This is an optimization exercise on Yosys and OpenROAD, whose aim is small area, a short achievable clock period and few clock cycles per item, not a production implementation. Where RTL was checked, it was by simulation tests only, not by an equivalence proof against the original. No activity file was given, so power comes from the tool's default toggle rates.

==> flow/design.v <==
module xillybus_wrapper (
    input         ap_clk,
    input         ap_rst,
    input  [31:0] in_r_dout,
    input         in_r_empty_n,
    output        in_r_read,
    output [31:0] out_r_din,
    input         out_r_full_n,
    output        out_r_write
);
    localparam K = 6;
    function [1:0] step3(input [1:0] m, input b);
        case ({m, b})
            3'b000: step3 = 2'd0;
            3'b001: step3 = 2'd1;
            3'b010: step3 = 2'd2;
            3'b011: step3 = 2'd0;
            3'b100: step3 = 2'd1;
            3'b101: step3 = 2'd2;
            default: step3 = 2'bxx;
        endcase
    endfunction
    function [9-K:0] divtop(input [9-K:0] x);
        reg [1:0] m;
        reg [7:K] q;
        integer j;
        begin
            m = 2'd0;
            for (j = 9 - K; j >= 0; j = j - 1) begin
                if (j + K <= 7) q[j + K] = m[1] | (m[0] & x[j]);
                m = step3(m, x[j]);
            end
            divtop = {q, m};
        end
    endfunction
    wire [7:0] R = in_r_dout[23:16];
    wire [7:0] G = in_r_dout[15:8];
    wire [7:0] B = in_r_dout[7:0];
    wire [7:0] a = R ^ G ^ B;
    wire [7:0] c = (R & G) | (R & B) | (G & B);
    wire [K:0]   lo = {1'b0, a[K-1:0]} + {1'b0, c[K-2:0], 1'b0};
    wire [9-K:0] hi0 = {2'b00, a[7:K]} + {1'b0, c[7:K-1]};
    wire [9-K:0] hi1 = {2'b00, a[7:K]} + {1'b0, c[7:K-1]} + 1'b1;
    wire [9-K:0] d0 = divtop(hi0);
    wire [9-K:0] d1 = divtop(hi1);
    wire [9-K:0] dt = lo[K] ? d1 : d0;
    reg          vld;
    reg  [7:K]   qh;      
    reg  [1:0]   mh;      
    reg  [K-1:0] sl;      
    wire ready = ~vld | out_r_full_n;
    assign in_r_read   = in_r_empty_n & ready;
    assign out_r_write = vld & out_r_full_n;
    always @(posedge ap_clk) begin
        if (ap_rst) vld <= 1'b0;
        else if (ready) vld <= in_r_empty_n;
        if (ready) begin
            qh <= dt[9-K:2];
            mh <= dt[1:0];
            sl <= lo[K-1:0];
        end
    end
    reg [1:0] m [0:K];
    reg [K-1:0] ql;
    integer i;
    always @* begin
        m[K] = mh;
        for (i = K - 1; i >= 0; i = i - 1) m[i] = step3(m[i+1], sl[i]);
        for (i = 0; i < K; i = i + 1) ql[i] = m[i+1][1] | (m[i+1][0] & sl[i]);
    end
    assign out_r_din = {24'd0, qh, ql};
endmodule
Settings: LEC_CHECK=0, ABC_AREA=1, CAP_MARGIN=20, CORE_AREA=2.3 2.72 58.42 59.84, DIE_AREA=0 0 60.5 62.2, SETUP_SLACK_MARGIN=3.5, SLEW_MARGIN=20; clock period 7.0 ns.
standard.sh (not shown) runs the stock make flow with config.mk's settings and CLKGATE_MAP_FILE= SYNTH_SCRIPT=/design/flow/synth_recipe.tcl, a recipe that flattens the netlist after the stock synthesis.
==> flow/flow/run.sh <==
#!/bin/bash
# Standard ORFS layout with two changes: every port buffer starts as a
# sky130_fd_sc_hd__buf_1 (the resizer may still resize it), and the constant
# outputs share the one tie cell synthesis made instead of one tie cell each.
set -euo pipefail
bash standard.sh SKIP_REPAIR_TIE_FANOUT=1 \
  "BUFFER_PORTS_ARGS=-buffer_cell sky130_fd_sc_hd__buf_1" finish > standard_flow.log 2>&1
Change:
--- a/flow/design.v
+++ b/flow/design.v
@@ -21,28 +21,16 @@
         endcase
     endfunction
-    function [9-K:0] divtop(input [9-K:0] x);
-        reg [1:0] m;
-        reg [7:K] q;
-        integer j;
-        begin
-            m = 2'd0;
-            for (j = 9 - K; j >= 0; j = j - 1) begin
-                if (j + K <= 7) q[j + K] = m[1] | (m[0] & x[j]);
-                m = step3(m, x[j]);
-            end
-            divtop = {q, m};
-        end
-    endfunction
     wire [7:0] R = in_r_dout[23:16];
     wire [7:0] G = in_r_dout[15:8];
     wire [7:0] B = in_r_dout[7:0];
-    wire [7:0] a = R ^ G ^ B;
-    wire [7:0] c = (R & G) | (R & B) | (G & B);
-    wire [K:0]   lo = {1'b0, a[K-1:0]} + {1'b0, c[K-2:0], 1'b0};
-    wire [9-K:0] hi0 = {2'b00, a[7:K]} + {1'b0, c[7:K-1]};
-    wire [9-K:0] hi1 = {2'b00, a[7:K]} + {1'b0, c[7:K-1]} + 1'b1;
-    wire [9-K:0] d0 = divtop(hi0);
-    wire [9-K:0] d1 = divtop(hi1);
-    wire [9-K:0] dt = lo[K] ? d1 : d0;
+    wire [9:0] sum = R + G + B;
+    reg [1:0] mt [K:10];
+    reg [7:K] qt;
+    integer i;
+    always @* begin
+        mt[10] = 2'd0;
+        for (i = 9; i >= K; i = i - 1) mt[i] = step3(mt[i+1], sum[i]);
+        for (i = K; i < 8; i = i + 1) qt[i] = mt[i+1][1] | (mt[i+1][0] & sum[i]);
+    end
     reg          vld;
     reg  [7:K]   qh;      
@@ -56,12 +44,11 @@
         else if (ready) vld <= in_r_empty_n;
         if (ready) begin
-            qh <= dt[9-K:2];
-            mh <= dt[1:0];
-            sl <= lo[K-1:0];
+            qh <= qt;
+            mh <= mt[K];
+            sl <= sum[K-1:0];
         end
     end
     reg [1:0] m [0:K];
     reg [K-1:0] ql;
-    integer i;
     always @* begin
         m[K] = mh;
=> The changed run finished clean; clock-buffer cell count is unchanged; wire length came out lower by 17%; cell area fell by 13%; clock power climbs by about 2%; via count falls by 12%; area after synthesis drops by 9.2%; first-iteration DRC count rose by 38%; non-clock buffer count drops by 3; sequential share of layout area rises by 2.8 points; die area stays the same; fmax came out higher by 10%; combinational power drops by 20%; global-route usage fell by 3.4 points; hold slack gains 0.013 ns.
Testbench counts after the change, summed over its fixed seeds: cycles 8,008, items 8,000.
The RTL of the first run of this note was laid out without a check of its function.

* * *

Another version of the RTL of xillybus_wrapper (not shown whole).
For scale: ~210 cells after synthesis, roughly 11 flip-flops, about 70 I/O pins, ~1500 um^2 of cells after synthesis.
==> module xillybus_wrapper, before the edit <==
module xillybus_wrapper (
    input         ap_clk,
    input         ap_rst,
    input  [31:0] in_r_dout,
    input         in_r_empty_n,
    output        in_r_read,
    output [31:0] out_r_din,
    input         out_r_full_n,
    output        out_r_write
);
    localparam K = 6;
    function [1:0] step3(input [1:0] m, input b);
        case ({m, b})
            3'b000: step3 = 2'd0;
            3'b001: step3 = 2'd1;
            3'b010: step3 = 2'd2;
            3'b011: step3 = 2'd0;
            3'b100: step3 = 2'd1;
            3'b101: step3 = 2'd2;
            default: step3 = 2'bxx;
        endcase
    endfunction
    integer i;
    wire [7:0] R = in_r_dout[23:16];
    wire [7:0] G = in_r_dout[15:8];
    wire [7:0] B = in_r_dout[7:0];
    wire [7:0] a = R ^ G ^ B;
    wire [7:0] c = (R & G) | (R & B) | (G & B);
    wire [8:1] x = {1'b0, a[7:1]};
    wire [8:1] y = c[7:0];
    wire [8:1] p = x ^ y;
    reg  [9:1] cy;         
    reg        t;
    integer j, k;
    always @* begin
        cy[1] = 1'b0;
        for (j = 1; j <= 8; j = j + 1) begin
            cy[j+1] = 1'b0;
            for (k = 1; k <= j; k = k + 1) begin
                t = 1'b1;
                for (i = j; i > k; i = i - 1) t = t & p[i];
                cy[j+1] = cy[j+1] | (t & x[k] & y[k]);
            end
        end
    end
    wire [9:0] sum = {cy[9], p ^ cy[8:1], a[0]};
    reg [1:0] mt [K:10];
    reg [7:K] qt;
    always @* begin
        mt[10] = 2'd0;
        for (i = 9; i >= K; i = i - 1) mt[i] = step3(mt[i+1], sum[i]);
        for (i = K; i < 8; i = i + 1) qt[i] = mt[i+1][1] | (mt[i+1][0] & sum[i]);
    end
    reg          vld;
    reg  [7:K]   qh;      
    reg  [1:0]   mh;      
    reg  [K-1:0] sl;      
    wire ready = ~vld | out_r_full_n;
    assign in_r_read   = in_r_empty_n & ready;
    assign out_r_write = vld & out_r_full_n;
    always @(posedge ap_clk) begin
        if (ap_rst) vld <= 1'b0;
        else if (ready) vld <= in_r_empty_n;
        if (ready) begin
            qh <= qt;
            mh <= mt[K];
            sl <= sum[K-1:0];
        end
    end
    reg [1:0] m [0:K];
    reg [K-1:0] ql;
    always @* begin
        m[K] = mh;
        for (i = K - 1; i >= 0; i = i - 1) m[i] = step3(m[i+1], sl[i]);
        for (i = 0; i < K; i = i + 1) ql[i] = m[i+1][1] | (m[i+1][0] & sl[i]);
    end
    assign out_r_din = {24'd0, qh, ql};
endmodule
clock: 7.0 ns
lec_check: 0
abc_area: 1
cap_margin: 20
core_area: 2.3 2.72 58.42 59.84
die_area: 0 0 60.5 62.2
setup_slack_margin: 3.5
slew_margin: 20
Scripts as last shown in full above: flow/flow/run.sh
Rerun with:
==> flow/design.v (replaced) <==
module xillybus_wrapper (
    input         ap_clk,
    input         ap_rst,
    input  [31:0] in_r_dout,
    input         in_r_empty_n,
    output        in_r_read,
    output [31:0] out_r_din,
    input         out_r_full_n,
    output        out_r_write
);
    localparam K = 7;
    function [1:0] step3(input [1:0] m, input b);
        case ({m, b})
            3'b000: step3 = 2'd0;
            3'b001: step3 = 2'd1;
            3'b010: step3 = 2'd2;
            3'b011: step3 = 2'd0;
            3'b100: step3 = 2'd1;
            3'b101: step3 = 2'd2;
            default: step3 = 2'bxx;
        endcase
    endfunction
    function [9-K:0] divtop(input [9-K:0] x);
        reg [1:0] m;
        reg [7:K] q;
        integer j;
        begin
            m = 2'd0;
            for (j = 9 - K; j >= 0; j = j - 1) begin
                if (j + K <= 7) q[j + K] = m[1] | (m[0] & x[j]);
                m = step3(m, x[j]);
            end
            divtop = {q, m};
        end
    endfunction
    wire [7:0] R = in_r_dout[23:16];
    wire [7:0] G = in_r_dout[15:8];
    wire [7:0] B = in_r_dout[7:0];
    wire [7:0] a = R ^ G ^ B;
    wire [7:0] c = (R & G) | (R & B) | (G & B);
    wire [K:0]   lo = {1'b0, a[K-1:0]} + {1'b0, c[K-2:0], 1'b0};
    wire [9-K:0] hi0 = {2'b00, a[7:K]} + {1'b0, c[7:K-1]};
    wire [9-K:0] hi1 = {2'b00, a[7:K]} + {1'b0, c[7:K-1]} + 1'b1;
    wire [9-K:0] d0 = divtop(hi0);
    wire [9-K:0] d1 = divtop(hi1);
    wire [9-K:0] dt = lo[K] ? d1 : d0;
    reg          vld;
    reg  [7:K]   qh;      
    reg  [1:0]   mh;      
    reg  [K-1:0] sl;      
    wire ready = ~vld | out_r_full_n;
    assign in_r_read   = in_r_empty_n & ready;
    assign out_r_write = vld & out_r_full_n;
    always @(posedge ap_clk) begin
        if (ap_rst) vld <= 1'b0;
        else if (ready) vld <= in_r_empty_n;
        if (ready) begin
            qh <= dt[9-K:2];
            mh <= dt[1:0];
            sl <= lo[K-1:0];
        end
    end
    reg [1:0] m [0:K];
    reg [K-1:0] ql;
    integer i;
    always @* begin
        m[K] = mh;
        for (i = K - 1; i >= 0; i = i - 1) m[i] = step3(m[i+1], sl[i]);
        for (i = 0; i < K; i = i + 1) ql[i] = m[i+1][1] | (m[i+1][0] & sl[i]);
    end
    assign out_r_din = {24'd0, qh, ql};
endmodule
The changed run finished clean.
Utilization falls by 5.9 points.
Power rose by 3.4%.
Register-to-register slack stays flat.
Routed wire length went up by 0.95%.
Global-route usage stays flat.
Synthesized cell count came out lower by 21%.
Combinational power came out higher by about 5%.
Worst hold slack stays flat.
Worst setup slack improves by 0.077 ns.
Sequential power is about the same.
Clock skew hardly moves.
Via count drops by 15%.
Function was not checked in any run of this note: the RTL went through the layout flow alone.

separate check: timing with driven ports:
Ports are ideal in the flow. The routed layouts listed here were re-timed in OpenROAD.
Step 1: set_driving_cell puts a clkbuf_16 on ap_clk and a buf_2 on each other input, an assumption about the parent block.
Step 2 adds t to the input delays and takes it off the output delays; t is the mean of the earliest and latest rising clock arrival at the registers after step 1. Input paths then give back, and output paths get back, about the clock's delay inside the block.
Three values: no drivers, after step 1, after step 2; two values: the first two.
| run | t (ns) | slack for setup (ns) | slew at the worst register clock pin (ns) | worst data-port slew with drivers (ns) |
|---|---|---|---|---|
| the first run of note 1 | 0.280 | 3.358 / 3.326 / 3.046 | 0.06 / 0.06 | 0.05 |
| the second run of note 1 | 0.282 | 3.697 / 3.694 / 3.412 | 0.06 / 0.06 | 0.03 |
| the first run of note 2 | 0.278 | 3.549 / 3.547 / 3.270 | 0.06 / 0.06 | 0.03 |
| the second run of note 2 | 0.275 | 3.626 / 3.607 / 3.361 | 0.06 / 0.06 | 0.04 |
After both steps every run listed still meets setup and hold. The setup slack of the first run of note 1, which loses most, moves by -0.032 ns with the drivers and by -0.312 ns with both steps.
